Context: an optimization exercise on an open-source flow, tuned for small area. The choices shown serve that exercise and are no tape-out recipe.
In this exercise RTL edits were held to simulation tests only and were not proved equivalent to the original.

==> flow/design.v (excerpt) <==
module sgap_conv(clk,reset,ops,filterWeight2,filterWeight3,filterOut2,filterOut3,operands,data,sum);
input clk,reset;
input [1:0] ops;
input [179:0] filterWeight2;
input [59:0] filterWeight3;
input [215:0] filterOut2;
input [71:0] filterOut3;
input [107:0] operands;
input [63:0] data;
output reg [29:0] sum;
reg [107:0] c2;
reg [71:0] p3;
reg v1;
reg [28:0] acc;
reg [28:0] r;
integer i;
always @(posedge clk) begin
  for (i = 0; i < 36; i = i + 1)
    c2[i*3+:3] <= {filterOut2[i*6+1] & filterOut2[i*6+4],
                   (filterOut2[i*6+1] & filterOut2[i*6+3]) ^ (filterOut2[i*6] & filterOut2[i*6+4]),
                   filterOut2[i*6] & filterOut2[i*6+3]};
  for (i = 0; i < 12; i = i + 1)
    p3[i*6+:6] <= filterOut3[i*6+:3] * filterOut3[i*6+3+:3];
end
always @(posedge clk or negedge reset)
  if (!reset) v1 <= 1'b0;
  else v1 <= 1'b1;
wire [143:0] p2;
genvar g;
generate for (g = 0; g < 36; g = g + 1) begin : dec2
  ...
clock: 35.0 ns
lec_check: 0
abc_area: 1
cap_margin: 20
core_margin: 2
core_utilization: 40
slew_margin: 20
synth_hierarchical: 1
run.sh (not shown) runs the stock make flow with config.mk's settings and CLKGATE_MAP_FILE= SYNTH_SCRIPT=/design/flow/synth_recipe.tcl, a recipe that flattens the netlist after the stock synthesis.
The first run went through all stages and came out clean.
==> next run, changes <==
Settings changed: CORE_UTILIZATION 40 to 60, CTS_BUF_LIST from default to sky130_fd_sc_hd__clkbuf_8, PLACE_DENSITY from default to 0.72.
After rerunning: The new run finished with timing, DRC and antenna clean; critical path depth stays the same; fmax drops by 0.88%; setup slack is worse by 270 ps; worst hold slack gets better by 17 ps; register-to-register slack got worse by 100 ps; cell area falls by 1.6%.

* * *

Another version of the RTL of sgap_conv (not shown whole).
Size in the first run: about 240 flip-flops, ~730 I/O pins, ~43000 µm² of cells after synthesis.
==> flow/design.v (excerpt) <==
module sgap_conv(clk,reset,ops,filterWeight2,filterWeight3,filterOut2,filterOut3,operands,data,sum);
export LEC_CHECK = 0
export ABC_AREA = 1
export CAP_MARGIN = 20
export CORE_MARGIN = 2
export CORE_UTILIZATION = 40
export CTS_BUF_LIST = sky130_fd_sc_hd__clkbuf_8
export CTS_CLUSTER_DIAMETER = 100
export CTS_CLUSTER_SIZE = 20
export SLEW_MARGIN = 20
export SYNTH_HIERARCHICAL = 1
create_clock -name core_clock -period 35.0 [get_ports {clk}]
standard.sh (not shown) runs the stock make flow with config.mk's settings and CLKGATE_MAP_FILE= SYNTH_SCRIPT=/design/flow/synth_recipe.tcl, a recipe that flattens the netlist after the stock synthesis.
==> flow/flow/run.sh <==
#!/bin/bash
set -euo pipefail
W=$(pwd)
sed 's#^  log_cmd abc {\*}$abc_args#  set abc_args [lreplace $abc_args 0 1 -script '"$W"'/flow/area.abc]\n  log_cmd abc {*}$abc_args#' \
  "$FLOW_HOME/scripts/synth.tcl" > "$W/own_synth_body.tcl"
grep -q "flow/area.abc" "$W/own_synth_body.tcl"
sed 's#source $::env(SCRIPTS_DIR)/synth.tcl#source '"$W"'/own_synth_body.tcl#' synth_recipe.tcl > "$W/own_synth.tcl"
grep -q own_synth_body "$W/own_synth.tcl"
sed 's#SYNTH_SCRIPT=[^ ]*synth_recipe.tcl#SYNTH_SCRIPT='"$W"'/own_synth.tcl '"'"'BUFFER_PORTS_ARGS=-buffer_cell sky130_fd_sc_hd__buf_1'"'"'#' \
  standard.sh > "$W/own_standard.sh"
grep -q own_synth.tcl "$W/own_standard.sh"
bash "$W/own_standard.sh" finish > "$W/flow.log" 2>&1
==> flow/flow/area.abc <==
strash
dch -f
amap -F 1000
The first run ran to the end with no violations.
Change:
--- a/flow/config.mk
+++ b/flow/config.mk
@@ -14,0 +15 @@
+export GPL_TIMING_DRIVEN = 0
What happened: Clock skew came out higher by 0.020 ns; area after synthesis stays the same; design area came out lower by about 1%; global-route usage came out higher by 0.35 points; sequential share of layout area came out higher by 0.11 points; non-clock buffer count came out lower by 62; sequential cell count does not change; critical path depth is unchanged.
Change:
--- a/flow/config.mk
+++ b/flow/config.mk
@@ -12,4 +11,0 @@
-export CTS_BUF_LIST = sky130_fd_sc_hd__clkbuf_8
-export CTS_CLUSTER_DIAMETER = 100
-export CTS_CLUSTER_SIZE = 20
-export GPL_TIMING_DRIVEN = 0
Outcome:
- maximum frequency climbs slightly
- clock skew drops by 0.025 ns
- count of clock-buffer cells in the layout rose by 20
- hold slack gets worse by 0.0073 ns
- via count came out higher slightly

[afterwards: timing with drivers on the ports]
In the flow no input, the clock included, has a driving cell. The finished layouts below were timed again as built, in two steps. Step 1, drivers: a clkbuf_16 drives clk and a buf_2 each remaining input, both assumed. Step 2 also shifts input and output timing later by t, the mid clock arrival at the registers, as if the neighbouring blocks saw the same clock. Slacks: ideal ports / drivers / drivers and shift; pairs: ideal ports / drivers.
run | t, ns | setup slack, ns | pins driven straight from the clock port
the first run of note 1 | 0.703 | 4.463 / 4.439 / 4.439 | 1
the second run of note 1 | 0.705 | 4.192 / 4.163 / 4.163 | 1
the first run of note 2 | 0.757 | 2.034 / 2.011 / 2.011 | 1
the second run of note 2 | 0.750 | 1.675 / 1.652 / 1.652 | 1
the third run of note 2 | 0.657 | 1.962 / 1.939 / 1.939 | 1
After both steps setup and hold are still met in every run listed. The setup slack of the second run of note 1, which loses most, moves by -0.029 ns with the drivers and by -0.029 ns with both steps.
